Background: an optimization exercise with open tools, aiming at small area, a short achievable clock period and few clock cycles. Do not read the settings as production practice.
Only simulation tests tie the RTL to the original design; equivalence was not proved.
Power and IR drop assume default switching activity.

## flow/design.v (module list and top-level ports; edited modules follow where they fit)
// module mul: 968 lines
module mul
(
	input clk,
	input rst,
	input  [31:0] a,
	input  [31:0] b,
	input start,
	output [31:0] res_mul,
	output logic vld
);
  // ...
==> flow/flow/run.sh <==
#!/bin/bash
# The standard ORFS layout with three changes to how it is made:
#  - synthesis skips the generic ABC pass inside Yosys's synth command
#    (SYNTH_ARGS=-noabc), so extract_fa sees the adders as written and maps
#    them to full-adder cells without inverters between them; registers and
#    their names are the standard synthesis's;
#  - the port buffers are sky130_fd_sc_hd__buf_4 instead of a delay buffer;
#  - repair_timing aims for a larger setup margin.
set -euo pipefail
cd "$(dirname "$0")/.."
export SYNTH_ARGS="-noabc"
export BUFFER_PORTS_ARGS="-buffer_cell sky130_fd_sc_hd__buf_4"
export SETUP_SLACK_MARGIN=5.8
bash standard.sh finish > standard.log 2>&1
==> flow/standard.sh <==
#!/bin/bash
# synth_recipe.tcl (not shown) runs the flow's synth.tcl, then flattens the netlist and writes it again
# the make line also repeats each setting of config.mk as NAME=value (left out here)
make -C /OpenROAD-flow-scripts/flow DESIGN_CONFIG=/design/flow/config.mk WORK_HOME=/design/flow/orfs CLKGATE_MAP_FILE= SYNTH_SCRIPT=/design/flow/synth_recipe.tcl "${@:-finish}"
==> flow/config.mk <==
export PLATFORM = sky130hd
export DESIGN_NAME = mul
export DESIGN_NICKNAME = mul
export VERILOG_FILES = /design/flow/design.v
export SDC_FILE = /design/flow/constraint.sdc
export NUM_CORES = 4
export LEC_CHECK = 0
export CAP_MARGIN = 20
export CORE_MARGIN = 2
export CORE_UTILIZATION = 55
export SLEW_MARGIN = 20
==> flow/constraint.sdc <==
create_clock -name core_clock -period 12.0 [get_ports {clk}]
set_input_delay 2.4000 -clock core_clock [delete_from_list [all_inputs] [get_ports {clk}]]
set_output_delay 2.4000 -clock core_clock [all_outputs]
set_load 0.01 [all_outputs]
==> flow_metrics.tcl, run 1 <==
set metrics [dict create \
    port_buffers 99 \
    max-cap-violations 0 \
    fin_tns_setup_ns 0 \
    critPathSlowestCell "inv_2" \
    layout_setup_ws_ns 5.944 \
    seq_cell_count 69 \
    io_pins 100 \
    finalSetupViolCount 0 \
    numCtsBuffers 9 \
    drtIter0Drc 986 \
    final_cells 1638 \
    routed_via_density 6.140 \
    syn_area_sq_mm 0.01290 \
    total_power_mw 4.133 \
    num_antenna_cells 0 \
    final_common_cell "xnor2_1" \
    cp_cell_sequence "buf_4 -> ha_1 -> nand2b_1 -> inv_2 -> xnor2_1 -> fa_1 -> fa_1 -> fa_1 -> fa_1 -> fa_1" \
    comb-power_mw 3.36 \
    grt_use_total_pct 32.43 \
    met3WireLength_um 2954 \
    nonClkBufAreaFrac_pct 6.373 \
    taps 319 \
    grt_pass1_wl_um 59770 \
    status "finished clean" \
    fillers 2038 \
    die_w_um 157.2 \
    synth-seq-cells 69 \
    vdd_ir_drop_max_v 0.0003264 \
    placed_area_sq_mm 0.01366 \
    yosys-top-cells-count "xnor2_1, a22oi_1, fa_1, clkbuf_1, a21oi_1" \
    p_int_mw 2.214 \
]
Testbench counts, summed over its fixed seeds: cycles 3,200.
==> inputs of run 2 (changes only) <==
--- a/flow/design.v
+++ b/flow/design.v
@@ -357,104 +357,99 @@
 logic pp161, pp162, pp163, pp164, pp165, pp166, pp167, pp168, pp169, pp170, pp171, pp172, pp173, pp174, pp175, pp176;
 logic pp177, pp178, pp179, pp180, pp181, pp182, pp183, pp184, pp185, pp186, pp187, pp188, pp189, pp190, pp191, pp192;
 logic pp193, pp194, pp195, pp196, pp197, pp198, pp199, pp200, pp201, pp202, pp203, pp204, pp205, pp206, pp207, pp208;
 logic pp209, pp210, pp211, pp212, pp213, pp214, pp215, pp216, pp217, pp218, pp219, pp220, pp221, pp222, pp223, pp224;
 logic pp225, pp226, pp227, pp228, pp229, pp230, pp231, pp232, pp233, pp234, pp235, pp236, pp237, pp238, pp239, pp240;
 logic pp241, pp242, pp243, pp244, pp245, pp246, pp247, pp248, pp249, pp250, pp251, pp252, pp253, pp254, pp255, pp256;
 logic pp257, pp258, pp259, pp260, pp261, pp262, pp263, pp264, pp265, pp266, pp267, pp268, pp269, pp270, pp271, pp272;
 logic s273, c274, s275, c276, s277, c278, s279, c280, s281, c282, s283, c284, s285, c286, s287, c288;
-logic s289, c290, s291, c292, s293, c294, s295, c296, s297, c298, s299, c300, s301, c302, s303, c304;
-logic s305, c306, s307, c308, s309, c310, s311, c312, s313, c314, s315, c316, s317, c318, s319, c320;
-logic s321, c322, s323, c324, s325, c326, s327, c328, s329, c330, s331, c332, s333, c334, s335, c336;
-logic s337, c338, s339, c340, s341, c342, s343, c344, s345, c346, s347, c348, s349, c350, s351, c352;
-logic s353, c354, s355, c356, s357, c358, s359, c360, s361, c362, s363, c364, s365, c366, s367, c368;
-logic s369, c370, s371, c372, s373, c374, s375, c376, s377, c378, s379, c380, s381, c382, s383, c384;
-logic s385, c386, s387, c388, s389, c390, s391, c392, s393, c394, s395, c396, s397, c398, s399, c400;
-logic s401, c402, s403, c404, s405, c406, s407, c408, s409, c410, s411, c412, s413, c414, s415, c416;
-logic s417, c418, s419, c420, s421, c422, s423, c424, s425, c426, s427, c428, s429, c430, s431, c432;
-logic s433, c434, s435, c436, s437, c438, s439, c440, s441, c442, s443, c444, s445, c446, s447, c448;
-logic s449, c450, s451, c452, s453, c454, s455, c456, s457, c458, s459, c460, s461, c462, s463, c464;
-logic s465, c466, s467, c468, s469, c470, s473, c474, s475, c476, s477, c478, s479, c480, s481, c482;
-logic s483, c484, s485, c486, s487, c488, s489, c490, s493, c494, s495, c496, s497, c498, s499, c500;
-logic s501, c502, s503, c504, s505, c506, s507, c508, s509, c510, s511, c512, s515, c516, s517, c518;
-logic s519, c520, s521, c522, s523, c524, s525, c526, s527, c528, s529, c530, s531, c532, s533, c534;
-logic s537, c538, s539, c540, s541, c542, s543, c544, s545, c546, s547, c548, s549, c550, s551, c552;
-logic s553, c554, s555, c556, s557, c558, s561, c562, s563, c564, s565, c566, s567, c568, s569, c570;
-logic s571, c572, s573, c574, s575, c576, s577, c578, s579, c580, s581, c582, s585, c586, s587, c588;
-logic s589, c590, s591, c592, s593, c594, s595, c596, s597, c598, s599, c600, s601, c602, s603, c604;
-logic s605, c606, s607, c608, s611, c612, s613, c614, s615, c616, s617, c618, s619, c620, s621, c622;
-logic s623, c624, s625, c626, s627, c628, s629, c630, s631, c632, s633, c634, s637, c638, s639, c640;
-logic s641, c642, s643, c644, s645, c646, s647, c648, s649, c650, s651, c652, s653, c654, s655, c656;
-logic s657, c658, s659, c660, s665, c666, s667, c668, s669, c670, s671, c672, s673, c674, s675, c676;
-logic s677, c678, s679, c680, s681, c682, s683, c684, s685, c686, s687, c688, s693, c694, s695, c696;
-logic s697, c698, s699, c700, s701, c702, s703, c704, s705, c706, s707, c708, s709, c710, s711, c712;
-logic s713, c714, s715, c716, s717, c718, s723, s724, s725, s726, s727, s728, s729, s730, s731, s732;
-logic s733, s734, s735, s736, s737, s738, s739, s740, s741, s742, s743, s744, s745, s752, c753, s754;
-logic c755, s756, c757, s758, c759, s760, c761, s762, c763;
-assign s273 = bn1 ^ pp3;
-assign c274 = bn1 & pp3;
-assign s275 = pp4 ^ pp34;
-assign c276 = pp4 & pp34;
+logic s289, c290, s291, c292, s293, c294, s297, c298, s299, c300, s301, c302, s303, c304, s305, c306;
+logic s307, c308, s309, c310, s311, c312, s313, c314, s315, c316, s317, c318, s319, c320, s321, c322;
+logic s323, c324, s325, c326, s327, c328, s329, c330, s333, c334, s335, c336, s337, c338, s339, c340;
+logic s341, c342, s343, c344, s345, c346, s347, c348, s349, c350, s351, c352, s353, c354, s355, c356;
+logic s357, c358, s359, c360, s361, c362, s363, c364, s365, c366, s367, c368, s371, c372, s373, c374;
+logic s375, c376, s377, c378, s379, c380, s381, c382, s383, c384, s385, c386, s387, c388, s389, c390;
+logic s391, c392, s393, c394, s395, c396, s397, c398, s401, c402, s403, c404, s405, c406, s407, c408;
+logic s409, c410, s411, c412, s413, c414, s417, c418, s419, c420, s421, c422, s423, c424, s425, c426;
+logic s427, c428, s429, c430, s431, c432, s433, c434, s435, c436, s437, c438, s439, c440, s441, c442;
+logic s443, c444, s445, c446, s447, c448, s449, c450, s453, c454, s455, c456, s457, c458, s459, c460;
+logic s461, c462, s463, c464, s465, c466, s467, c468, s469, c470, s473, c474, s475, c476, s477, c478;
+logic s479, c480, s481, c482, s483, c484, s485, c486, s487, c488, s489, c490, s493, c494, s495, c496;
+logic s497, c498, s499, c500, s501, c502, s503, c504, s505, c506, s507, c508, s509, c510, s511, c512;
+logic s515, c516, s517, c518, s519, c520, s521, c522, s523, c524, s525, c526, s527, c528, s529, c530;
+logic s531, c532, s533, c534, s537, c538, s539, c540, s541, c542, s543, c544, s545, c546, s547, c548;
+logic s549, c550, s551, c552, s553, c554, s555, c556, s557, c558, s561, c562, s563, c564, s565, c566;
+logic s567, c568, s569, c570, s571, c572, s573, c574, s575, c576, s577, c578, s579, c580, s581, c582;
+logic s585, c586, s587, c588, s589, c590, s591, c592, s593, c594, s595, c596, s597, c598, s599, c600;
+logic s601, c602, s603, c604, s605, c606, s607, c608, s611, c612, s613, c614, s615, c616, s617, c618;
+logic s619, c620, s621, c622, s623, c624, s625, c626, s627, c628, s629, c630, s631, c632, s633, c634;
+logic s637, c638, s639, c640, s641, c642, s643, c644, s645, c646, s647, c648, s649, c650, s651, c652;
+logic s653, c654, s655, c656, s657, c658, s659, c660, s665, c666, s667, c668, s669, c670, s671, c672;
+logic s673, c674, s675, c676, s677, c678, s679, c680, s681, c682, s683, c684, s685, c686, s687, c688;
+logic s693, c694, s695, c696, s697, c698, s699, c700, s701, c702, s703, c704, s705, c706, s707, c708;
+logic s709, c710, s711, c712, s713, c714, s715, c716, s717, c718, s723, s724, s725, s726, s727, s728;
+logic s729, s730, s731, s732, s733, s734, s735, s736, s737, s738, s739, s740, s741, s742, s743, s744;
+logic s745, s752, c753, s754, c755, s756, c757, s758, c759, s760, c761, s762, c763;
+assign s273 = bn1 ^ pp3 ^ pp33;
+assign c274 = (bn1 & pp3) | (pp33 & (bn1 ^ pp3));
+assign s275 = pp4 ^ pp34 ^ c274;
+assign c276 = (pp4 & pp34) | (c274 & (pp4 ^ pp34));
 assign s277 = bn2 ^ pp5 ^ pp35;
 assign c278 = (bn2 & pp5) | (pp35 & (bn2 ^ pp5));
-assign s279 = pp63 ^ c276;
-assign c280 = pp63 & c276;
+assign s279 = pp63 ^ s277 ^ c276;
+assign c280 = (pp63 & s277) | (c276 & (pp63 ^ s277));
 assign s281 = pp6 ^ pp36 ^ pp64;
 assign c282 = (pp6 & pp36) | (pp64 & (pp6 ^ pp36));
-assign s283 = c278 ^ s281;
-assign c284 = c278 & s281;
+assign s283 = c278 ^ s281 ^ c280;
+assign c284 = (c278 & s281) | (c280 & (c278 ^ s281));
 assign s285 = bn3 ^ pp7 ^ pp37;
 assign c286 = (bn3 & pp7) | (pp37 & (bn3 ^ pp7));
 assign s287 = pp65 ^ pp91 ^ c282;
 assign c288 = (pp65 & pp91) | (c282 & (pp65 ^ pp91));
-assign s289 = s285 ^ c284;
-assign c290 = s285 & c284;
+assign s289 = s285 ^ s287 ^ c284;
+assign c290 = (s285 & s287) | (c284 & (s285 ^ s287));
 assign s291 = pp8 ^ pp38 ^ pp66;
 assign c292 = (pp8 & pp38) | (pp66 & (pp8 ^ pp38));
 assign s293 = pp92 ^ c286 ^ s291;
 assign c294 = (pp92 & c286) | (s291 & (pp92 ^ c286));
-assign s295 = c288 ^ s293;
-assign c296 = c288 & s293;
 assign s297 = bn4 ^ pp9 ^ pp39;
 assign c298 = (bn4 & pp9) | (pp39 & (bn4 ^ pp9));
 assign s299 = pp67 ^ pp93 ^ pp117;
 assign c300 = (pp67 & pp93) | (pp117 & (pp67 ^ pp93));
 assign s301 = c292 ^ s297 ^ s299;
 assign c302 = (c292 & s297) | (s299 & (c292 ^ s297));
 assign s303 = c294 ^ s301;
 assign c304 = c294 & s301;
 assign s305 = pp10 ^ pp40 ^ pp68;
 assign c306 = (pp10 & pp40) | (pp68 & (pp10 ^ pp40));
 assign s307 = pp94 ^ pp118 ^ c298;
 assign c308 = (pp94 & pp118) | (c298 & (pp94 ^ pp118));
 assign s309 = c300 ^ s305 ^ c302;
 assign c310 = (c300 & s305) | (c302 & (c300 ^ s305));
-assign s311 = s307 ^ c304;
-assign c312 = s307 & c304;
+assign s311 = s307 ^ c304 ^ s309;
+assign c312 = (s307 & c304) | (s309 & (s307 ^ c304));
 assign s313 = bn5 ^ pp11 ^ pp41;
 assign c314 = (bn5 & pp11) | (pp41 & (bn5 ^ pp11));
 assign s315 = pp69 ^ pp95 ^ pp119;
 assign c316 = (pp69 & pp95) | (pp119 & (pp69 ^ pp95));
 assign s317 = pp141 ^ c306 ^ s313;
 assign c318 = (pp141 & c306) | (s313 & (pp141 ^ c306));
 assign s319 = s315 ^ c308 ^ s317;
 assign c320 = (s315 & c308) | (s317 & (s315 ^ c308));
-assign s321 = c310 ^ s319;
-assign c322 = c310 & s319;
+assign s321 = c310 ^ s319 ^ c312;
+assign c322 = (c310 & s319) | (c312 & (c310 ^ s319));
 assign s323 = pp12 ^ pp42 ^ pp70;
 assign c324 = (pp12 & pp42) | (pp70 & (pp12 ^ pp42));
 assign s325 = pp96 ^ pp120 ^ pp142;
 assign c326 = (pp96 & pp120) | (pp142 & (pp96 ^ pp120));
 assign s327 = c314 ^ c316 ^ s323;
 assign c328 = (c314 & c316) | (s323 & (c314 ^ c316));
 assign s329 = s325 ^ c318 ^ s327;
 assign c330 = (s325 & c318) | (s327 & (s325 ^ c318));
-assign s331 = c320 ^ s329;
-assign c332 = c320 & s329;
 assign s333 = bn6 ^ pp13 ^ pp43;
 assign c334 = (bn6 & pp13) | (pp43 & (bn6 ^ pp13));
 assign s335 = pp71 ^ pp97 ^ pp121;
 assign c336 = (pp71 & pp97) | (pp121 & (pp71 ^ pp97));
 assign s337 = pp143 ^ pp163 ^ c324;
 assign c338 = (pp143 & pp163) | (c324 & (pp143 ^ pp163));
 assign s339 = c326 ^ s333 ^ s335;
 assign c340 = (c326 & s333) | (s335 & (c326 ^ s333));
@@ -467,32 +462,30 @@
 assign s347 = pp98 ^ pp122 ^ pp144;
 assign c348 = (pp98 & pp122) | (pp144 & (pp98 ^ pp122));
 assign s349 = pp164 ^ c334 ^ c336;
 assign c350 = (pp164 & c334) | (c336 & (pp164 ^ c334));
 assign s351 = s345 ^ s347 ^ c338;
 assign c352 = (s345 & s347) | (c338 & (s345 ^ s347));
 assign s353 = c340 ^ s349 ^ s351;
 assign c354 = (c340 & s349) | (s351 & (c340 ^ s349));
-assign s355 = c342 ^ c344;
-assign c356 = c342 & c344;
+assign s355 = c342 ^ c344 ^ s353;
+assign c356 = (c342 & c344) | (s353 & (c342 ^ c344));
 assign s357 = bn7 ^ pp15 ^ pp45;
 assign c358 = (bn7 & pp15) | (pp45 & (bn7 ^ pp15));
 assign s359 = pp73 ^ pp99 ^ pp123;
 assign c360 = (pp73 & pp99) | (pp123 & (pp73 ^ pp99));
 assign s361 = pp145 ^ pp165 ^ pp183;
 assign c362 = (pp145 & pp165) | (pp183 & (pp145 ^ pp165));
 assign s363 = c346 ^ c348 ^ s357;
 assign c364 = (c346 & c348) | (s357 & (c346 ^ c348));
 assign s365 = s359 ^ s361 ^ c350;
 assign c366 = (s359 & s361) | (c350 & (s359 ^ s361));
 assign s367 = s363 ^ c352 ^ s365;
 assign c368 = (s363 & c352) | (s365 & (s363 ^ c352));
-assign s369 = c354 ^ s367;
-assign c370 = c354 & s367;
 assign s371 = pp16 ^ pp46 ^ pp74;
 assign c372 = (pp16 & pp46) | (pp74 & (pp16 ^ pp46));
 assign s373 = pp100 ^ pp124 ^ pp146;
 assign c374 = (pp100 & pp124) | (pp146 & (pp100 ^ pp124));
 assign s375 = pp166 ^ pp184 ^ c358;
 assign c376 = (pp166 & pp184) | (c358 & (pp166 ^ pp184));
 assign s377 = c360 ^ c362 ^ s371;
 assign c378 = (c360 & c362) | (s371 & (c360 ^ c362));
@@ -511,34 +504,30 @@
 assign s391 = pp201 ^ c372 ^ c374;
 assign c392 = (pp201 & c372) | (c374 & (pp201 ^ c372));
 assign s393 = s385 ^ s387 ^ s389;
 assign c394 = (s385 & s387) | (s389 & (s385 ^ s387));
 assign s395 = c376 ^ c378 ^ s391;
 assign c396 = (c376 & c378) | (s391 & (c376 ^ c378));
 assign s397 = s393 ^ c380 ^ s395;
 assign c398 = (s393 & c380) | (s395 & (s393 ^ c380));
-assign s399 = c382 ^ s397;
-assign c400 = c382 & s397;
 assign s401 = pp18 ^ pp48 ^ pp76;
 assign c402 = (pp18 & pp48) | (pp76 & (pp18 ^ pp48));
 assign s403 = pp102 ^ pp126 ^ pp148;
 assign c404 = (pp102 & pp126) | (pp148 & (pp102 ^ pp126));
 assign s405 = pp168 ^ pp186 ^ pp202;
 assign c406 = (pp168 & pp186) | (pp202 & (pp168 ^ pp186));
 assign s407 = c386 ^ c388 ^ c390;
 assign c408 = (c386 & c388) | (c390 & (c386 ^ c388));
 assign s409 = s401 ^ s403 ^ s405;
 assign c410 = (s401 & s403) | (s405 & (s401 ^ s403));
 assign s411 = c392 ^ c394 ^ s407;
 assign c412 = (c392 & c394) | (s407 & (c392 ^ c394));
 assign s413 = s409 ^ c396 ^ s411;
 assign c414 = (s409 & c396) | (s411 & (s409 ^ c396));
-assign s415 = c398 ^ s413;
-assign c416 = c398 & s413;
 assign s417 = bn9 ^ pp19 ^ pp49;
 assign c418 = (bn9 & pp19) | (pp49 & (bn9 ^ pp19));
 assign s419 = pp77 ^ pp103 ^ pp127;
 assign c420 = (pp77 & pp103) | (pp127 & (pp77 ^ pp103));
 assign s421 = pp149 ^ pp169 ^ pp187;
 assign c422 = (pp149 & pp169) | (pp187 & (pp149 ^ pp169));
 assign s423 = pp203 ^ pp217 ^ c402;
 assign c424 = (pp203 & pp217) | (c402 & (pp203 ^ pp217));
@@ -563,18 +552,16 @@
 assign s443 = c422 ^ s435 ^ s437;
 assign c444 = (c422 & s435) | (s437 & (c422 ^ s435));
 assign s445 = s439 ^ c424 ^ c426;
 assign c446 = (s439 & c424) | (c426 & (s439 ^ c424));
 assign s447 = s441 ^ s443 ^ c428;
 assign c448 = (s441 & s443) | (c428 & (s441 ^ s443));
 assign s449 = c430 ^ s445 ^ s447;
 assign c450 = (c430 & s445) | (s447 & (c430 ^ s445));
-assign s451 = c432 ^ c434;
-assign c452 = c432 & c434;
 assign s453 = bn10 ^ pp21 ^ pp51;
 assign c454 = (bn10 & pp21) | (pp51 & (bn10 ^ pp21));
 assign s455 = pp79 ^ pp105 ^ pp129;
 assign c456 = (pp79 & pp105) | (pp129 & (pp79 ^ pp105));
 assign s457 = pp151 ^ pp171 ^ pp189;
 assign c458 = (pp151 & pp171) | (pp189 & (pp151 ^ pp171));
 assign s459 = pp205 ^ pp219 ^ pp231;
 assign c460 = (pp205 & pp219) | (pp231 & (pp205 ^ pp219));
@@ -834,31 +821,47 @@
 assign s742 = s740 ^ s741;
 assign s743 = c704 ^ c706;
 assign s744 = c708 ^ c710;
 assign s745 = s742 ^ s743;
 assign s752 = pp1 ^ bn0;
 assign c753 = pp1 & bn0;
 assign s754 = pp2 ^ c753;
 assign c755 = pp2 & c753;
-assign s756 = pp33 ^ s273 ^ c755;
-assign c757 = (pp33 & s273) | (c755 & (pp33 ^ s273));
-assign s758 = c274 ^ s275 ^ c757;
-assign c759 = (c274 & s275) | (c757 & (c274 ^ s275));
-assign s760 = s277 ^ s279 ^ c759;
-assign c761 = (s277 & s279) | (c759 & (s277 ^ s279));
-assign s762 = c280 ^ s283 ^ c761;
-assign c763 = (c280 & s283) | (c761 & (c280 ^ s283));
-logic c450_q, s469_q, c470_q, s489_q, c490_q, s511_q, c512_q, s533_q, c534_q, s557_q, c558_q, s581_q, c582_q, s607_q, c608_q, s633_q;
-logic c632_q, s657_q, s659_q, c634_q, s685_q, c660_q, s687_q, s715_q, c688_q, s717_q, s744_q, s745_q, c712_q, c714_q, c716_q, c718_q;
-logic s752_q, s754_q, s756_q, s758_q, s760_q, s762_q, s287_q, c290_q, c296_q, s309_q, c312_q, c322_q, c332_q, s353_q, c356_q, c370_q;
-logic c384_q, c400_q, c416_q, s449_q, c452_q, s289_q, s295_q, s303_q, s311_q, s321_q, s331_q, s343_q, s355_q, s369_q, s383_q, s399_q;
-logic s415_q, s433_q, s451_q, c763_q;
+assign s756 = s273 ^ c755;
+assign c757 = s273 & c755;
+assign s758 = s275 ^ c757;
+assign c759 = s275 & c757;
+assign s760 = s279 ^ c759;
+assign c761 = s279 & c759;
+assign s762 = s283 ^ c761;
+assign c763 = s283 & c761;
+logic c288_q, s293_q, c290_q, c320_q, s329_q, c322_q, c354_q, s367_q, c356_q, c382_q, s397_q, c384_q, c398_q, s413_q, c432_q, c434_q;
+logic s449_q, c450_q, s469_q, c470_q, s489_q, c490_q, s511_q, c512_q, s533_q, c534_q, s557_q, c558_q, s581_q, c582_q, s607_q, c608_q;
+logic s633_q, c632_q, s657_q, s659_q, c634_q, s685_q, c660_q, s687_q, s715_q, c688_q, s717_q, s744_q, s745_q, c712_q, c714_q, c716_q;
+logic c718_q, s752_q, s754_q, s756_q, s758_q, s760_q, s762_q, s289_q, s311_q, s321_q, s355_q, s303_q, s343_q, s383_q, s433_q, c763_q;
 always_ff @(posedge clk) begin
 	vld <= start & ~rst;
+	c288_q <= c288;
+	s293_q <= s293;
+	c290_q <= c290;
+	c320_q <= c320;
+	s329_q <= s329;
+	c322_q <= c322;
+	c354_q <= c354;
+	s367_q <= s367;
+	c356_q <= c356;
+	c382_q <= c382;
+	s397_q <= s397;
+	c384_q <= c384;
+	c398_q <= c398;
+	s413_q <= s413;
+	c432_q <= c432;
+	c434_q <= c434;
+	s449_q <= s449;
 	c450_q <= c450;
 	s469_q <= s469;
 	c470_q <= c470;
 	s489_q <= s489;
 	c490_q <= c490;
 	s511_q <= s511;
 	c512_q <= c512;
 	s533_q <= s533;
@@ -887,82 +890,73 @@
 	c716_q <= c716;
 	c718_q <= c718;
 	s752_q <= s752;
 	s754_q <= s754;
 	s756_q <= s756;
 	s758_q <= s758;
 	s760_q <= s760;
 	s762_q <= s762;
-	s287_q <= s287;
-	c290_q <= c290;
-	c296_q <= c296;
-	s309_q <= s309;
-	c312_q <= c312;
-	c322_q <= c322;
-	c332_q <= c332;
-	s353_q <= s353;
-	c356_q <= c356;
-	c370_q <= c370;
-	c384_q <= c384;
-	c400_q <= c400;
-	c416_q <= c416;
-	s449_q <= s449;
-	c452_q <= c452;
 	s289_q <= s289;
-	s295_q <= s295;
-	s303_q <= s303;
 	s311_q <= s311;
 	s321_q <= s321;
-	s331_q <= s331;
-	s343_q <= s343;
 	s355_q <= s355;
-	s369_q <= s369;
+	s303_q <= s303;
+	s343_q <= s343;
 	s383_q <= s383;
-	s399_q <= s399;
-	s415_q <= s415;
 	s433_q <= s433;
-	s451_q <= s451;
 	c763_q <= c763;
 end
-logic s471, c472, s491, c492, s513, c514, s535, c536, s559, c560, s583, c584, s609, c610, s635, c636;
-logic s661, c662, s663, c664, s689, c690, s691, c692, s719, c720, s721, c722, s746, s747, s748, s749;
-logic s750, s751;
+logic s295, c296, s331, c332, s369, c370, s399, c400, s415, c416, s451, c452, s471, c472, s491, c492;
+logic s513, c514, s535, c536, s559, c560, s583, c584, s609, c610, s635, c636, s661, c662, s663, c664;
+logic s689, c690, s691, c692, s719, c720, s721, c722, s746, s747, s748, s749, s750, s751;
+assign s295 = c288_q ^ s293_q ^ c290_q;
+assign c296 = (c288_q & s293_q) | (c290_q & (c288_q ^ s293_q));
+assign s331 = c320_q ^ s329_q ^ c322_q;
+assign c332 = (c320_q & s329_q) | (c322_q & (c320_q ^ s329_q));
+assign s369 = c354_q ^ s367_q ^ c356_q;
+assign c370 = (c354_q & s367_q) | (c356_q & (c354_q ^ s367_q));
+assign s399 = c382_q ^ s397_q ^ c384_q;
+assign c400 = (c382_q & s397_q) | (c384_q & (c382_q ^ s397_q));
+assign s415 = c398_q ^ s413_q ^ c400;
+assign c416 = (c398_q & s413_q) | (c400 & (c398_q ^ s413_q));
+assign s451 = c432_q ^ c434_q ^ s449_q;
+assign c452 = (c432_q & c434_q) | (s449_q & (c432_q ^ c434_q));
 assign s471 = c450_q ^ s469_q;
 assign c472 = c450_q & s469_q;
-assign s491 = c470_q ^ s489_q;
-assign c492 = c470_q & s489_q;
+assign s491 = c470_q ^ s489_q ^ c472;
+assign c492 = (c470_q & s489_q) | (c472 & (c470_q ^ s489_q));
 assign s513 = c490_q ^ s511_q;
 assign c514 = c490_q & s511_q;
-assign s535 = c512_q ^ s533_q;
-assign c536 = c512_q & s533_q;
+assign s535 = c512_q ^ s533_q ^ c514;
+assign c536 = (c512_q & s533_q) | (c514 & (c512_q ^ s533_q));
 assign s559 = c534_q ^ s557_q;
 assign c560 = c534_q & s557_q;
-assign s583 = c558_q ^ s581_q;
-assign c584 = c558_q & s581_q;
+assign s583 = c558_q ^ s581_q ^ c560;
+assign c584 = (c558_q & s581_q) | (c560 & (c558_q ^ s581_q));
 assign s609 = c582_q ^ s607_q;
 assign c610 = c582_q & s607_q;
-assign s635 = c608_q ^ s633_q;
-assign c636 = c608_q & s633_q;
+assign s635 = c608_q ^ s633_q ^ c610;
+assign c636 = (c608_q & s633_q) | (c610 & (c608_q ^ s633_q));
 assign s661 = c632_q ^ s657_q ^ s659_q;
 assign c662 = (c632_q & s657_q) | (s659_q & (c632_q ^ s657_q));
-assign s663 = c634_q ^ c636;
-assign c664 = c634_q & c636;
+assign s663 = c634_q ^ s661;
+assign c664 = c634_q & s661;
 assign s689 = s685_q ^ c660_q ^ s687_q;
 assign c690 = (s685_q & c660_q) | (s687_q & (s685_q ^ c660_q));
 assign s691 = c662 ^ s689;
 assign c692 = c662 & s689;
 assign s719 = s715_q ^ c688_q ^ s717_q;
 assign c720 = (s715_q & c688_q) | (s717_q & (s715_q ^ c688_q));
 assign s721 = c690 ^ s719;
 assign c722 = c690 & s719;
 assign s746 = s744_q ^ s745_q;
 assign s747 = c712_q ^ c714_q;
 assign s748 = s746 ^ s747;
 assign s749 = s748 ^ c716_q;
 assign s750 = s749 ^ c718_q;
 assign s751 = s750 ^ c720;
 logic [25:0] r0, r1;
-assign r0 = {c722, c692, c664, s661, c610, c584, c560, c536, c514, c492, c472, c452_q, s449_q, c416_q, c400_q, c384_q, c370_q, c356_q, s353_q, c332_q, c322_q, c312_q, s309_q, c296_q, c290_q, s287_q};
-assign r1 = {s751, s721, s691, s663, s635, s609, s583, s559, s535, s513, s491, s471, s451_q, s433_q, s415_q, s399_q, s383_q, s369_q, s355_q, s343_q, s331_q, s321_q, s311_q, s303_q, s295_q, s289_q};
+assign r0 = {c722, c692, c664, c636, s635, c584, s583, c536, s535, c492, s491, c452, s451, c416, s415, s399, c370, s369, s355_q, c332, s331, s321_q, s311_q, c296, s295, s289_q};
+assign r1 = {s751, s721, s691, s663, 1'b0, s609, 1'b0, s559, 1'b0, s513, 1'b0, s471, 1'b0, s433_q, 1'b0, 1'b0, s383_q, 1'b0, 1'b0, s343_q, 1'b0, 1'b0, 1'b0, s303_q, 1'b0, 1'b0};
 assign res_mul[31:6] = r0 + r1 + {25'b0, c763_q};
 assign res_mul[5:0] = {s762_q, s760_q, s758_q, s756_q, s754_q, s752_q};
 endmodule
--- a/flow/flow/run.sh
+++ b/flow/flow/run.sh
@@ -5,10 +5,10 @@
 #    them to full-adder cells without inverters between them; registers and
 #    their names are the standard synthesis's;
 #  - the port buffers are sky130_fd_sc_hd__buf_4 instead of a delay buffer;
 #  - repair_timing aims for a larger setup margin.
 set -euo pipefail
 cd "$(dirname "$0")/.."
 export SYNTH_ARGS="-noabc"
 export BUFFER_PORTS_ARGS="-buffer_cell sky130_fd_sc_hd__buf_4"
-export SETUP_SLACK_MARGIN=5.8
+export SETUP_SLACK_MARGIN=6.0
 bash standard.sh finish > standard.log 2>&1
==> run 2 against run 1 <==
Net effect: combinational power fell by 6.8%; area after synthesis down 3.5%; sequential cell count shrank 4; still clean; clock power shrank 23%; largest cell class unchanged; critical endpoint is now s581_q; via count is 4.0% lower; critical path type unchanged; cell count shrank 6.7%; first-iteration DRC count fell by 7.5%; highest routed layer unchanged.
==> flow_metrics.tcl, run 2 <==
set metrics [dict create \
    finalSetupViolCount 0 \
    yosysTopAreaCellShare_pct 34.41 \
    num_antenna_cells 0 \
    globalplace.congestion 0.8382 \
    hold_viol 0 \
    htree_levels 3 \
    syn_avg_cell_area_sq_um 10.15 \
    std_cell_rows 55 \
    status "finished clean" \
    finalCriticalPeriod_ns 5.895 \
    whs_endpoint "vld" \
    path_clk_slew_ns 0.06 \
    gr-total-overflow 0 \
    drtIter0Drc 912 \
    dr.pass1.iters 7 \
    core-area_sq_mm 0.02243 \
    holdCritStartpoint "rst" \
    final_cells 1528 \
    tightest_slew_ns 0.6660 \
    synthTopCellsByArea "fa_1, xnor2_1, a22oi_1" \
    path_buf_inv 3 \
    routed_via_density 6.319 \
    synth-seq-cells 65 \
    period_share_pct 49.13 \
    ys_types 51 \
    port_buffers 99 \
    rsz0062_at_grt "yes" \
    final_common_cell "xnor2_1" \
    cts.sinks 65 \
    start_util_pct 55.49 \
    cts_root_buf "clkbuf_16" \
    yosys-top-cells-count "xnor2_1, a22oi_1, fa_1, clkbuf_1, dfxtp_1" \
    netlist_instances 1226 \
    yosysMostFrequentCell "xnor2_1" \
    grt_pass1_vias 9846 \
    tritoncts "done" \
    vdd_ir_drop_max_v 0.0004042 \
    final_nets 1567 \
    grt_use_total_pct 32.99 \
    drive_gt1_share_pct 14.32 \
    io_pins 100 \
    p_leak_nw 5.151 \
    vias 9655 \
    fin_tns_setup_ns 0 \
    cp_common_cell "fa_1" \
    die_w_um 154.5 \
    cp_cell_sequence "buf_4 -> ha_1 -> nand2b_1 -> inv_6 -> buf_6 -> xnor2_1 -> fa_1 -> fa_1 -> fa_1 -> fa_1 -> fa_1" \
    synth.net_count 1553 \
    start_kind "primary input" \
    max_slew_margin_pct 55.13 \
    arrival_ns 6.12 \
    synth_warnings 1 \
    yosys.area.top_type "fa_1" \
    die_h_um 154.5 \
    p_per_area_mw_per_mm2 279.1 \
    antenna_found_initial 0 \
    cp_top_family "adder cells" \
    slowest_delay_ns 0.57 \
    wirelength_um 38210 \
    slew_violations 0 \
    drt-wirelength-per-cell_um 25.01 \
    area_growth_pct 9.839 \
    clockBufferDepth 2 \
    drc_errors 0 \
    synth_edf_count 0 \
    dieArea_sq_mm 0.02385 \
    syn_area_sq_mm 0.01245 \
    layout_common_cells "xnor2_1, a22oi_1, fa_1" \
    required_ns 12.22 \
    postRouteAntennaNets 0 \
    dp_hpwl_um 26950 \
    grt_max_degree 63 \
    ys_seq_area_share_pct 10.45 \
    path_class "primary input to register" \
    end_kind "register" \
    async_reset_ff_share_pct 0 \
    cp_max_fo 15 \
    min_path_type "primary input to register" \
    synth_ff_type "dfxtp_1" \
    max-cap-violations 0 \
    critPathSlowestCell "fa_1" \
    fmax_mhz 169.6 \
    grt_pass1_wl_um 59170 \
    holdPathStages 2 \
    dp.cells 1502 \
    numCtsBuffers 9 \
]
==> run 2: cell types whose count changed in the layout (fill, tap and decap cells not counted), moves of 20 or more <==
cell      delta
nand2b_1    +24
ha_1        -26
a21oi_1     -73
o21ai_0     +20
xnor2_1     -37
inv_1       -35
nand2_1     +26
nand3_1     +22
==> run 2: metal layers <==
metal	GRT usage, %	part of all wire, %
met4	11.38	2.9
met1	45.97	42
met3	5.884	8.5
met5	0.6211	0
met2	52.23	47
==> run 2: power breakdown <==
part / switching (mW) / total (mW) / internal (mW)
clock: 0.114 / 0.251 / 0.137
combinational: 1.60 / 3.13 / 1.52
sequential: 0.0542 / 0.440 / 0.386
total: 1.77 / 3.82 / 2.05
==> run 2: area by class of cell <==
cell class / instances / area (sq um)
timing repair buffer: 126 / 994.7
sequential: 65 / 1301
inverter: 15 / 81.33
multi-input combinational: 1023 / 10690
fill: 1969 / 8760
tap: 285 / 356.6
clock inverter: 4 / 22.52
clock buffer: 10 / 229.0
==> run 2: logic make-up (layout without fill, tap and decap cells) <==
family	count (synthesis)	in the layout	synth area share, %
AOI/OAI and AO/OA	296	297	17.40
DFF	65	65	10.45
adders and majority gates	260	260	39.04
muxes	6	6	0.4824
and+or+nand+nor	170	170	7.025
buffers and inverters	139	155	4.442
xor gates and xnor gates	290	290	21.17
==> run 2: repair_timing <==
| item | 4_1_cts | 5_1_grt |
|---|---|---|
| resized for setup | 9 | 18 |
| setup endpoints to repair | 35 | 26 |
| hold buffers | 0 | 0 |
| pin swaps | 1 | 1 |
| gates cloned | 1 | 0 |
| setup buffers | 4 | 7 |
==> run 2: worst max-delay path by stage <==
stage / startpoint / end / slack, ns / cells past startpoint
2_1_floorplan: b[17] / s633_q / 6.02 / 10
3_3_place_gp: b[1] / s511_q / 5.22 / 11
3_5_place_dp: b[1] / s511_q / 5.16 / 11
4_1_cts: b[3] / s633_q / 6.01 / 11
5_1_grt: b[3] / s581_q / 5.98 / 11
6_report: b[3] / s581_q / 6.10 / 11
==> run 2: stage by stage <==
stage	hold WS, ns	setup WS, ns	instance area (sq um)	util [%]	total power [mW]
final	2.198	6.105	13670	60.95	3.816
after global routing	2.196	5.976	13670	60.95	4.256
after CTS	2.193	6.013	13540	60.36	3.849
after detailed placement	2.560	5.158	13200	58.84	3.565
after global placement	2.556	5.215	13200	58.84	3.511
after floorplan	2.472	6.016	12460	-	2.551
Testbench counts of run 2, summed over its fixed seeds: cycles 3,200.
==> inputs of run 3 (changes only) <==
--- a/flow/flow/run.sh
+++ b/flow/flow/run.sh
@@ -10,5 +10,5 @@
 cd "$(dirname "$0")/.."
 export SYNTH_ARGS="-noabc"
 export BUFFER_PORTS_ARGS="-buffer_cell sky130_fd_sc_hd__buf_4"
-export SETUP_SLACK_MARGIN=6.0
+export SETUP_SLACK_MARGIN=6.2
 bash standard.sh finish > standard.log 2>&1
==> run 3 against run 2 <==
Net effect: count of clock-buffer cells in the layout did not move; routed wire length up 0.97%; sequential share of layout area down 0.15 points; via count about the same; first-iteration DRC count grew 5.8%; cell count grew 0.46%; total power increased by 0.68%; critical path depth shrank 1; area after synthesis is the same; critical endpoint is now s633_q; largest power group unchanged.
==> flow_metrics.tcl, run 3 <==
set metrics [dict create \
    status "finished clean" \
    syn_area_sq_mm 0.01245 \
    tritoncts "done" \
    drive_gt1_share_pct 15.68 \
    clockBufferDepth 2 \
    dr.pass1.iters 6 \
    globalplace.congestion 0.8736 \
    final_nets 1574 \
    routed_via_density 6.284 \
    cts_root_buf "clkbuf_16" \
    fillers 1929 \
    drt-wirelength-per-cell_um 25.13 \
    p_leak_nw 5.235 \
    cts.sinks 65 \
    syn_avg_cell_area_sq_um 10.15 \
    clkPwrFrac_pct 7.1 \
    yosys.area.top_type "fa_1" \
    max_slew_margin_pct 54.27 \
    die_w_um 154.5 \
    tightest_slew_ns 0.6788 \
    synth.net_count 1553 \
    finalSetupViolCount 0 \
    critPathSlowestCell "fa_1" \
    drtIter0Drc 965 \
    dp_hpwl_um 26740 \
    grt_pass1_vias 10025 \
    hold_slack_ns 2.202 \
    p_per_area_mw_per_mm2 276.5 \
    regArea_sq_mm 0.001301 \
    path_clk_slew_ns 0.06 \
    multiInputGateArea_sq_mm 0.01074 \
    yosys-top-cells-count "xnor2_1, a22oi_1, fa_1, clkbuf_1, dfxtp_1" \
    dp_slack_ns 5.097 \
    synth_edf_count 0 \
    drc_errors 0 \
    synth_warnings 1 \
    port_buffers 99 \
    htree_levels 3 \
    numCtsBuffers 9 \
    postRouteAntennaNets 0 \
    cp_top_family "adder cells" \
    arrival_ns 5.98 \
    p_sw_share_pct 45.90 \
    finalCriticalPeriod_ns 5.755 \
    yosysTopAreaCellShare_pct 34.41 \
    cp-startpoint "b[19]" \
    std_cell_rows 55 \
    core-area_sq_mm 0.02243 \
    cp.depth 10 \
    grt_max_degree 63 \
    slowest_delay_ns 0.56 \
    holdCritStartpoint "rst" \
    vias 9646 \
    yosysMostFrequentCell "xnor2_1" \
    synth-seq-cells 65 \
    synth_ff_type "dfxtp_1" \
    cp_common_cell "fa_1" \
    seqPwrFrac_pct 11.5 \
    fmax_mhz 173.7 \
    p_sw_mw 1.764 \
    path_buf_inv 1 \
    start_util_pct 55.49 \
    max-cap-violations 0 \
    num_antenna_cells 0 \
    period_share_pct 47.96 \
    io_pins 100 \
    final_common_cell "xnor2_1" \
    layout_common_cells "xnor2_1, a22oi_1, fa_1" \
    antenna_found_initial 0 \
    p_int_mw 2.078 \
    cp_max_fo 11 \
    combPwrFrac_pct 81.4 \
    min_path_type "primary input to register" \
    die_h_um 154.5 \
    whs_endpoint "vld" \
    total_power_mw 3.842 \
    vdd_ir_drop_max_v 0.0004189 \
    wirelength_um 38580 \
    end_kind "register" \
    rsz0062_at_grt "yes" \
    hold_viol 0 \
    async_reset_ff_share_pct 0 \
    grt_use_total_pct 33.38 \
    gr-total-overflow 0 \
    path_class "primary input to register" \
    start_kind "primary input" \
    slew_violations 0 \
    holdPathStages 2 \
    ys_types 51 \
    synthTopCellsByArea "fa_1, xnor2_1, a22oi_1" \
    grt_pass1_wl_um 60010 \
    netlist_instances 1226 \
    cp_cell_sequence "buf_4 -> nand2b_1 -> o22ai_2 -> a22oi_1 -> xnor2_1 -> fa_1 -> fa_1 -> fa_1 -> fa_1 -> fa_1" \
    area_growth_pct 11.63 \
    ys_seq_area_share_pct 10.45 \
    required_ns 12.22 \
    fin_tns_setup_ns 0 \
    dieArea_sq_mm 0.02385 \
    layout_setup_ws_ns 6.245 \
]
==> run 3: logic make-up (layout without fill, tap and decap cells) <==
kind of cell    Yosys count  in the layout  synth area share, %
fa+ha+maj               260            260                39.04
simple gates            170            170                7.025
xor+xnor                290            290                21.17
compound gates          296            297                17.40
flops                    65             65                10.45
mux                       6              6               0.4824
buf+inv                 139            162                4.442
==> run 3: per-layer routing <==
layer / up-vias / wire length [um] / global-route usage [%]
met1: 4818 / 15980 / 46.03
met3: 87 / 3012 / 4.931
met4: 0 / 1206 / 11.55
met2: 496 / 18380 / 54.21
met5: - / 0 / 0
li1: 4245 / - / -
==> run 3: worst max-delay path by stage <==
stage	to	slack (ns)
CTS	s633_q	6.14
detailed placement	s511_q	5.10
global placement	s633_q	5.17
finish	s633_q	6.24
floorplan	s633_q	6.20
global route	s633_q	6.16
==> run 3: stage by stage <==
step | util, % | cell area (sq um) | cells
4_1_cts | 60.99 | 13680 | 1523
5_1_grt | 61.95 | 13900 | 1535
3_3_place_gp | 58.84 | 13200 | 1502
3_5_place_dp | 58.84 | 13200 | 1502
2_1_floorplan | - | 12510 | 1226
6_report | 61.95 | 13900 | 1535
==> run 3: final cells by class <==
class | instances | share of cell area [%]
repair buffers | 133 | 7.905
clock inverters | 4 | 0.3241
well taps | 285 | 2.566
multi-input cells | 1023 | 77.30
flip-flops and latches | 65 | 9.363
inverters | 15 | 0.8193
clock buffers | 10 | 1.720
==> run 3: repair_timing <==
action / in CTS / in global routing
pin swaps: 4 / 3
setup endpoints to repair: 52 / 31
cloned: 1 / 1
resized for setup: 24 / 32
hold buffers: 0 / 0
buffers inserted: 6 / 11
==> run 3: power groups by stage <==
stage          Combinational (mW)  Sequential [mW]  Clock [mW]
5_1_grt                      3.56            0.454       0.287
3_3_place_gp                 3.04            0.445           0
3_5_place_dp                 3.10            0.445           0
6_report                     3.13            0.441       0.272
2_1_floorplan                2.12            0.433           0
4_1_cts                      3.15            0.442       0.277
==> inputs of run 4 (changes only) <==
--- a/flow/config.mk
+++ b/flow/config.mk
@@ -8,4 +8,6 @@
 export CAP_MARGIN = 20
 export CORE_MARGIN = 2
 export CORE_UTILIZATION = 55
+export CTS_BUF_LIST = sky130_fd_sc_hd__clkbuf_4 sky130_fd_sc_hd__clkbuf_8
+export CTS_CLUSTER_SIZE = 40
 export SLEW_MARGIN = 20
==> run 4 against run 3 <==
Net effect: routed wire length is 1.1% lower; cell area is 1.1% lower; worst hold slack worse by 0.032 ns; sequential share of layout area is 0.10 points higher; sequential power hardly changed; via count hardly changed; global-route usage is 0.097 points lower; count of clock-buffer cells in the layout stayed put; die area stayed put; maximum frequency is 0.30% higher.
==> flow_metrics.tcl, run 4 <==
set metrics [dict create \
    grt_use_total_pct 33.28 \
    cp.depth 9 \
    io_pins 100 \
    slowest_delay_ns 0.58 \
    slew_violations 0 \
    max_slew_margin_pct 53.69 \
    yosysMostFrequentCell "xnor2_1" \
    dr.pass1.iters 6 \
    routed_via_density 6.292 \
    seqPwrFrac_pct 11.7 \
    p_sw_share_pct 46.63 \
    fmax_mhz 174.3 \
    status "finished clean" \
    globalplace.congestion 0.8736 \
    end_kind "register" \
    dp_hpwl_um 26740 \
    synth_ff_type "dfxtp_1" \
    drtIter0Drc 810 \
    start_kind "primary input" \
    vdd_ir_drop_max_v 0.0004190 \
    area_growth_pct 10.42 \
    synthTopCellsByArea "fa_1, xnor2_1, a22oi_1" \
    drt-wirelength-per-cell_um 24.88 \
    tritoncts "done" \
    placed_area_sq_mm 0.01320 \
    p_int_mw 2.015 \
    hold_slack_ns 2.169 \
    gr-total-overflow 0 \
    drc_errors 0 \
    cp_max_fo 14 \
    netlist_instances 1226 \
    finalCriticalPeriod_ns 5.738 \
    clockBufferDepth 2 \
    yosys.area.top_type "fa_1" \
    finalSetupViolCount 0 \
    cts_hold_buffers 0 \
    vias 9645 \
    p_leak_nw 5.168 \
    period_share_pct 47.82 \
    ys_types 51 \
    synth_edf_count 0 \
    arrival_ns 5.99 \
    cp_top_family "adder cells" \
    path_class "primary input to register" \
    drive_gt1_share_pct 15.30 \
    dieArea_sq_mm 0.02385 \
    layout_common_cells "xnor2_1, a22oi_1, fa_1" \
    required_ns 12.25 \
    postRouteAntennaNets 0 \
    wirelength_um 38150 \
    final_nets 1572 \
    combPwrFrac_pct 83.1 \
    p_sw_mw 1.761 \
    num_antenna_cells 0 \
    hold_viol 0 \
    cp_cell_sequence "buf_4 -> ha_1 -> a22oi_1 -> xnor2_1 -> fa_1 -> fa_1 -> fa_1 -> fa_1 -> fa_1" \
    p_per_area_mw_per_mm2 274.7 \
    crit_end "s633_q" \
    yosysTopAreaCellShare_pct 34.41 \
    synth-seq-cells 65 \
    syn_area_sq_mm 0.01245 \
    rsz0062_at_grt "yes" \
    path_clk_slew_ns 0.08 \
    cp_common_cell "fa_1" \
    critPathSlowestCell "ha_1" \
    yosys-top-cells-count "xnor2_1, a22oi_1, fa_1, clkbuf_1, dfxtp_1" \
    cts.sinks 65 \
    final_cell_area_sq_mm 0.01375 \
    core-area_sq_mm 0.02243 \
    cp-startpoint "b[17]" \
    fin_tns_setup_ns 0 \
    grt_pass1_vias 10000 \
    final_common_cell "xnor2_1" \
    port_buffers 99 \
    path_buf_inv 1 \
    total_power_mw 3.776 \
    grt_pass1_wl_um 59880 \
    synth.net_count 1553 \
    synth_warnings 1 \
    min_path_type "primary input to register" \
    cts_root_buf "clkbuf_8" \
    tightest_slew_ns 0.6874 \
    max-cap-violations 0 \
    numCtsBuffers 9 \
    start_util_pct 55.49 \
    dp.cells 1502 \
    async_reset_ff_share_pct 0 \
    die_w_um 154.5 \
    die_h_um 154.5 \
    ys_seq_area_share_pct 10.45 \
    antenna_found_initial 0 \
    htree_levels 3 \
    grt_max_degree 63 \
    std_cell_rows 55 \
    syn_avg_cell_area_sq_um 10.15 \
    clkPwrFrac_pct 5.3 \
    final_cells 1533 \
]
## run 4: cell count changes in the layout (fill, tap and decap cells not counted), moves of 2 or more
cell and change:
buf_8 -3, clkbuf_8 +9, buf_6 +2, clkbuf_16 -10
## run 4: how the worst min path moves through the flow
stage | startpoint | endpoint | slack [ns] | cells past startpoint
after floorplan | rst | vld | 2.47 | 1
after global placement | rst | vld | 2.56 | 2
after detailed placement | rst | vld | 2.56 | 2
after CTS | rst | vld | 2.16 | 2
after global routing | rst | vld | 2.16 | 2
final | rst | vld | 2.17 | 2
## run 4: per-stage QoR
step / util, % / setup WS, ns
final: 61.28 / 6.262
after global routing: 61.28 / 6.167
after detailed placement: 58.84 / 5.097
after global placement: 58.84 / 5.166
after floorplan: - / 6.200
after CTS: 60.49 / 6.150
## run 4: final cells by class
class | instances | area [sq um]
clock inverters | 4 | 45.04
repair buffers | 131 | 1051
clock buffers | 10 | 137.6
fillers | 1940 | 8687
multi-input cells | 1023 | 10740
well taps | 285 | 356.6
flip-flops and latches | 65 | 1301
inverters | 15 | 112.6
## run 4: kinds of logic (layout without fill, tap and decap cells)
kind of cell / count (synthesis) / count (layout) / synth area share, %
adder cells (fa/ha/maj): 260 / 260 / 39.04
XOR/XNOR: 290 / 290 / 21.17
buffers and inverters: 139 / 160 / 4.442
multiplexers: 6 / 6 / 0.4824
AND/OR/NAND/NOR: 170 / 170 / 7.025
AO/OA/AOI/OAI: 296 / 297 / 17.40
flip-flops: 65 / 65 / 10.45
## run 4: layer usage
layer	routed length, um	global-route usage (%)	vias up	part of all wire (%)
met3	2999	5.212	87	7.9
met2	18120	53.83	498	47
met5	0	0	-	0
met1	15860	45.95	4815	42
met4	1165	11.38	0	3.1
li1	-	-	4245	-
## run 4: power by group through the flow
stage,Combinational [mW],Sequential [mW],Clock (mW)
finish,3.14,0.441,0.198
global route,3.56,0.453,0.213
CTS,3.16,0.442,0.204
detailed placement,3.10,0.445,0
global placement,3.04,0.445,0
floorplan,2.12,0.433,0
## run 4: timing repair
| item | 4_1_cts | 5_1_grt |
|---|---|---|
| endpoints found under the setup margin | 49 | 27 |
| buffers inserted | 6 | 10 |
| gates resized for setup | 22 | 27 |
| pin swaps | 3 | 3 |
| endpoints found under the hold margin | 0 | 0 |
| cloned | 1 | 0 |
==> inputs of run 5 (changes only) <==
--- a/flow/config.mk
+++ b/flow/config.mk
@@ -10,4 +10,5 @@
 export CORE_UTILIZATION = 55
 export CTS_BUF_LIST = sky130_fd_sc_hd__clkbuf_4 sky130_fd_sc_hd__clkbuf_8
 export CTS_CLUSTER_SIZE = 40
+export GPL_ROUTABILITY_DRIVEN = 0
 export SLEW_MARGIN = 20
==> run 5 against run 4 <==
Net effect: still clean; maximum frequency unchanged; cell area unchanged; worst setup slack unchanged; non-clock buffer count unchanged; global-route usage unchanged; sequential share of layout area unchanged; total power unchanged; count of clock-buffer cells in the layout unchanged; combinational power about the same; synthesized cell count unchanged; cell count unchanged.
==> flow_metrics.tcl, run 5 <==
set metrics [dict create \
    wirelength_um 38150 \
    cts_root_buf "clkbuf_8" \
    dr.pass1.iters 6 \
    dp_hpwl_um 26740 \
    num_antenna_cells 0 \
    placed_area_sq_mm 0.01320 \
    layout_setup_ws_ns 6.262 \
    routed_via_density 6.292 \
    ys_seq_area_share_pct 10.45 \
    gr-total-overflow 0 \
    max-cap-violations 0 \
    core-area_sq_mm 0.02243 \
    cts_hold_buffers 0 \
    grt_pass1_wl_um 59880 \
    tritoncts "done" \
    cp_cell_sequence "buf_4 -> ha_1 -> a22oi_1 -> xnor2_1 -> fa_1 -> fa_1 -> fa_1 -> fa_1 -> fa_1" \
    p_per_area_mw_per_mm2 274.7 \
    yosysMostFrequentCell "xnor2_1" \
    final_cells 1533 \
    synth.net_count 1553 \
    grt_max_degree 63 \
    drive_gt1_share_pct 15.30 \
    end_kind "register" \
    synthTopCellsByArea "fa_1, xnor2_1, a22oi_1" \
    cts.sinks 65 \
    drc_errors 0 \
    std_cell_rows 55 \
    ys_types 51 \
    port_buffers 99 \
    start_kind "primary input" \
    syn_area_sq_mm 0.01245 \
    async_reset_ff_share_pct 0 \
    fin_tns_setup_ns 0 \
    cp-startpoint "b[17]" \
    hold_viol 0 \
    yosys.area.top_type "fa_1" \
    max_slew_margin_pct 53.69 \
    grt_use_total_pct 33.28 \
    arrival_ns 5.99 \
    path_class "primary input to register" \
    hold_slack_ns 2.169 \
    drt-wirelength-per-cell_um 24.88 \
    utilization_pct 61.28 \
    crit_end "s633_q" \
    yosys-top-cells-count "xnor2_1, a22oi_1, fa_1, clkbuf_1, dfxtp_1" \
    period_share_pct 47.82 \
    numCtsBuffers 9 \
    fmax_mhz 174.3 \
    synth-seq-cells 65 \
    vias 9645 \
    fillers 1940 \
    postRouteAntennaNets 0 \
    yosysTopAreaCellShare_pct 34.41 \
    required_ns 12.25 \
    layout_common_cells "xnor2_1, a22oi_1, fa_1" \
    io_pins 100 \
    dp_slack_ns 5.097 \
    final_nets 1572 \
    tightest_slew_ns 0.6874 \
    total_power_mw 3.776 \
    finalCriticalPeriod_ns 5.738 \
    clockBufferDepth 2 \
    start_util_pct 55.49 \
    status "finished clean" \
    die_w_um 154.5 \
    synth_edf_count 0 \
    netlist_instances 1226 \
    area_growth_pct 10.42 \
    rsz0062_at_grt "yes" \
    die_h_um 154.5 \
    slew_violations 0 \
    dp.cells 1502 \
    final_cell_area_sq_mm 0.01375 \
    dieArea_sq_mm 0.02385 \
    synth_ff_type "dfxtp_1" \
    synth_warnings 1 \
    cp_common_cell "fa_1" \
    path_clk_slew_ns 0.08 \
    syn_avg_cell_area_sq_um 10.15 \
    holdCritStartpoint "rst" \
    htree_levels 3 \
    min_path_type "primary input to register" \
    slowest_delay_ns 0.58 \
    final_common_cell "xnor2_1" \
    p_leak_nw 5.168 \
    grt_pass1_vias 10000 \
    finalSetupViolCount 0 \
    drtIter0Drc 810 \
    vdd_ir_drop_max_v 0.0004190 \
    critPathSlowestCell "ha_1" \
    cp_max_fo 14 \
    antenna_found_initial 0 \
]
==> run 5: cell counts in the layout (fill, tap and decap cells not counted) <==
No cell type changed its count.
==> run 5: layout make-up <==
| cell class | count | area, sq um | share of cell area (%) |
|---|---|---|---|
| Inverter | 15 | 112.6 | 0.8192 |
| Sequential cell | 65 | 1301 | 9.466 |
| Multi-Input combinational cell | 1023 | 10740 | 78.15 |
| Clock buffer | 10 | 137.6 | 1.001 |
| Tap cell | 285 | 356.6 | 2.594 |
| Timing Repair Buffer | 131 | 1051 | 7.645 |
| Clock inverter | 4 | 45.04 | 0.3277 |
==> run 5: timing repair <==
action / in CTS / in global routing
cloned: 1 / 0
gates resized for setup: 22 / 27
endpoints found under the setup margin: 49 / 27
hold endpoints to repair: 0 / 0
pin swaps: 3 / 3
buffers inserted: 6 / 10
==> run 5: layer usage <==
metal	vias up	share of wire [%]	track usage [%]
met3	87	7.9	5.212
met4	0	3.1	11.38
met2	498	47	53.83
met1	4815	42	45.95
met5	-	0	0
li1	4245	-	-
==> run 5: worst min path at each step <==
stage,to,slack [ns],cells past startpoint
2_1_floorplan,vld,2.47,1
3_3_place_gp,vld,2.56,2
3_5_place_dp,vld,2.56,2
4_1_cts,vld,2.16,2
5_1_grt,vld,2.16,2
6_report,vld,2.17,2
==> run 5: cell families after synthesis <==
family / count (synthesis) / share of synthesized area, %
adders and majority gates: 260 / 39.04
and+or+nand+nor: 170 / 7.025
buffers and inverters: 139 / 4.442
AOI/OAI and AO/OA: 296 / 17.40
xor gates and xnor gates: 290 / 21.17
DFF: 65 / 10.45
muxes: 6 / 0.4824
==> run 5: worst max-delay path: cells and delay by family <==
family,cells,cell delay [ns]
adders and majority gates,6,3.07
buffers and inverters,1,0.14
xor gates and xnor gates,1,0.18
AOI/OAI and AO/OA,1,0.18
==> run 5: where the power goes <==
part           total, mW  internal [mW]  switching (mW)  leakage (nW)
clock              0.198         0.0984          0.0999        0.0978
sequential         0.441          0.385          0.0550         0.548
combinational       3.14           1.53            1.61          4.52
==> inputs of run 6 (changes only) <==
--- a/flow/flow/run.sh
+++ b/flow/flow/run.sh
@@ -10,5 +10,5 @@
 cd "$(dirname "$0")/.."
 export SYNTH_ARGS="-noabc"
 export BUFFER_PORTS_ARGS="-buffer_cell sky130_fd_sc_hd__buf_4"
-export SETUP_SLACK_MARGIN=6.2
+export SETUP_SLACK_MARGIN=6.4
 bash standard.sh finish > standard.log 2>&1
--- a/flow/config.mk
+++ b/flow/config.mk
@@ -10,5 +10,4 @@
 export CORE_UTILIZATION = 55
 export CTS_BUF_LIST = sky130_fd_sc_hd__clkbuf_4 sky130_fd_sc_hd__clkbuf_8
 export CTS_CLUSTER_SIZE = 40
-export GPL_ROUTABILITY_DRIVEN = 0
 export SLEW_MARGIN = 20
==> run 6 against run 5 <==
Net effect: critical path depth grew 2; via count rose by 4.4%; clock power is 5% higher; synthesized cell count stayed put; non-clock buffer count up 40; largest cell class unchanged; worst hold slack worse by 0.026 ns; core utilization grew 4.9 points; area after synthesis stayed put; combinational power is 5% higher; highest routed layer unchanged.
==> flow_metrics.tcl, run 6 <==
set metrics [dict create \
    die_h_um 154.5 \
    critPathSlowestCell "or4_4" \
    num_antenna_cells 0 \
    finalSetupViolCount 0 \
    finalCriticalPeriod_ns 5.641 \
    syn_avg_cell_area_sq_um 10.15 \
    path_clk_slew_ns 0.09 \
    dp_slack_ns 5.563 \
    routed_via_density 6.388 \
    max_slew_margin_pct 60.63 \
    synthTopCellsByArea "fa_1, xnor2_1, a22oi_1" \
    cp_common_cell "fa_2" \
    clockBufferDepth 2 \
    path_class "register to output pin" \
    grt_pass1_vias 10152 \
    antenna_found_initial 0 \
    multiInputGateArea_sq_mm 0.01121 \
    std_cell_rows 55 \
    end_kind "output pin" \
    final_nets 1614 \
    tritoncts "done" \
    holdPathStages 2 \
    cts_root_buf "clkbuf_8" \
    dieArea_sq_mm 0.02385 \
    cts_hold_buffers 0 \
    postRouteAntennaNets 0 \
    grt_max_degree 63 \
    area_growth_pct 19.28 \
    start_util_pct 55.49 \
    status "finished clean" \
    drive_gt1_share_pct 24.54 \
    yosysMostFrequentCell "xnor2_1" \
    fmax_mhz 177.3 \
    drt-wirelength-per-cell_um 25.55 \
    htree_levels 3 \
    syn_area_sq_mm 0.01245 \
    start_kind "register" \
    dr.pass1.iters 7 \
    synth_edf_count 0 \
    cp_max_fo 3 \
    slowest_delay_ns 0.52 \
    slew_violations 0 \
    p_leak_nw 5.506 \
    fillers 1813 \
    max-cap-violations 0 \
    holdCritStartpoint "rst" \
    ys_types 51 \
    vias 10074 \
    drc_errors 0 \
    wirelength_um 40290 \
    regArea_sq_mm 0.001303 \
    required_ns 9.60 \
    tightest_slew_ns 0.5886 \
    synth_warnings 1 \
    yosys.area.top_type "fa_1" \
    async_reset_ff_share_pct 0 \
    globalplace.congestion 0.8362 \
    vdd_ir_drop_max_v 0.0004162 \
    cts.sinks 65 \
    final_common_cell "xnor2_1" \
    io_pins 100 \
    hold_viol 0 \
    ys_seq_area_share_pct 10.45 \
    synth-seq-cells 65 \
    p_per_area_mw_per_mm2 265.5 \
    min_path_type "primary input to register" \
    numCtsBuffers 9 \
    rsz0062_at_grt "yes" \
    layout_common_cells "xnor2_1, a22oi_1, fa_1" \
    grt_pass1_wl_um 59790 \
    gr-total-overflow 0 \
    whs_endpoint "vld" \
    layout_setup_ws_ns 6.359 \
    arrival_ns 3.24 \
    die_w_um 154.5 \
    yosys-top-cells-count "xnor2_1, a22oi_1, fa_1, clkbuf_1, dfxtp_1" \
    period_share_pct 47.01 \
    synth_ff_type "dfxtp_1" \
    drtIter0Drc 1005 \
    fin_tns_setup_ns 0 \
    utilization_pct 66.19 \
    core-area_sq_mm 0.02243 \
    dp_hpwl_um 26040 \
    grt_use_total_pct 33.32 \
    yosysTopAreaCellShare_pct 34.41 \
    netlist_instances 1226 \
    port_buffers 99 \
    synth.net_count 1553 \
    cp_cell_sequence "fa_2 -> fa_2 -> ha_4 -> nand4_1 -> buf_6 -> or4_4 -> nand3_4 -> a21oi_4 -> o21ai_2 -> xnor2_1 -> buf_4" \
]
run 6: cell types whose count changed in the layout (fill, tap and decap cells not counted), sizes merged:
cell | before | now
clkinv | 5 | 8
buf | 131 | 167
clkinvlp | 3 | 4
inv | 9 | 7
bufinv | 2 | 4
o22ai | 13 | 14
bufbuf | 0 | 1
clkbuf | 10 | 12
run 6: critical path: cells and delay by family (launching register included):
family                   cells  cell delay, ns
buffers and inverters        2            0.29
AND/OR/NAND/NOR              3            0.76
flip-flops                   1            0.33
AO/OA/AOI/OAI                2            0.24
adder cells (fa/ha/maj)      3            1.09
XOR/XNOR                     1            0.13
run 6: metrics by stage:
stage / std cells / hold WS, ns / instance area (sq um) / power, mW
2_1_floorplan: 1226 / 2.472 / 13040 / 2.615
3_3_place_gp: 1493 / 2.556 / 13430 / 3.536
3_5_place_dp: 1493 / 2.558 / 13430 / 3.611
4_1_cts: 1532 / 2.136 / 14110 / 3.901
5_1_grt: 1577 / 2.143 / 14850 / 4.380
6_report: 1577 / 2.143 / 14850 / 3.943
run 6: final cells by class:
| class | instances | share of cell area, % |
|---|---|---|
| Clock buffer | 9 | 0.8342 |
| Timing Repair inverter | 1 | 0.05898 |
| Tap cell | 285 | 2.401 |
| Inverter | 15 | 1.138 |
| Timing Repair Buffer | 171 | 10.79 |
| Sequential cell | 65 | 8.772 |
| Multi-Input combinational cell | 1024 | 75.52 |
| Clock inverter | 7 | 0.4803 |
run 6: logic make-up after synthesis:
family	after synthesis	share of synthesized area [%]
adders and majority gates	260	39.04
xor gates and xnor gates	290	21.17
buffers and inverters	139	4.442
AOI/OAI and AO/OA	296	17.40
DFF	65	10.45
and+or+nand+nor	170	7.025
muxes	6	0.4824
run 6: power by group:
part	internal [mW]	total (mW)	switching, mW
combinational	1.64	3.30	1.66
clock	0.0955	0.208	0.112
sequential	0.386	0.439	0.0538
total	2.12	3.94	1.82
run 6: metal layers:
metal,track usage (%),wire (um),share of wire (%)
met3,5.744,3614,9.0
met2,55.40,19320,48
met1,44.47,16010,40
met4,11.16,1348,3.3
met5,0,0,0
run 6: how the worst max path moves through the flow:
stage,start,end,cells after the start
floorplan,b[13],s511_q,10
global placement,b[1],s633_q,11
detailed placement,b[1],s633_q,11
CTS,c382_q,res_mul[31],11
global route,c384_q,res_mul[31],11
finish,c384_q,res_mul[31],11
run 6: timing repair:
item                       4_1_cts  5_1_grt
setup buffers                   20       41
hold endpoints to repair         0        0
pin swaps                        7       22
resized for setup               45       62
setup endpoints to repair       43       30
cloned                           3        4

## port drivers added, routing unchanged
The flow's constraints put no driver on any port. The routed layouts listed below were extracted and timed again, unchanged, in two steps. Step 1 (the two cells are an assumption about what drives the block):
set clk [get_ports {clk}]
set_driving_cell -lib_cell sky130_fd_sc_hd__clkbuf_16 $clk
set_driving_cell -lib_cell sky130_fd_sc_hd__buf_2 [delete_from_list [all_inputs] $clk]
Step 2 moves the port delays by t, midway between the first and last clock arrival at a register: inputs arrive t later, outputs are due t later. That takes back most of the time a late clock gives input paths. a / b / c = ideal ports / drivers / drivers and shift; a / b = the first two.
run	t (ns)	slack for setup (ns)	worst setup path after step 2	worst slew at a driven data input, ns	cell pins on the clock port's net
run 1	0.403	5.944 / 5.959 / 5.570	input to register	0.06	1
run 2	0.399	6.105 / 6.130 / 5.731	input to register	0.06	1
run 3	0.396	6.245 / 6.273 / 5.877	input to register	0.16	1
run 4	0.420	6.262 / 6.273 / 5.853	input to register	0.08	1
run 5	0.420	6.262 / 6.273 / 5.853	input to register	0.08	1
run 6	0.438	6.359 / 6.314 / 5.929	input to register	0.15	1
After both steps every run listed still meets setup and hold. For run 6, which loses most, drivers alone change the setup slack by -0.045 ns; drivers and shift together by -0.430 ns.
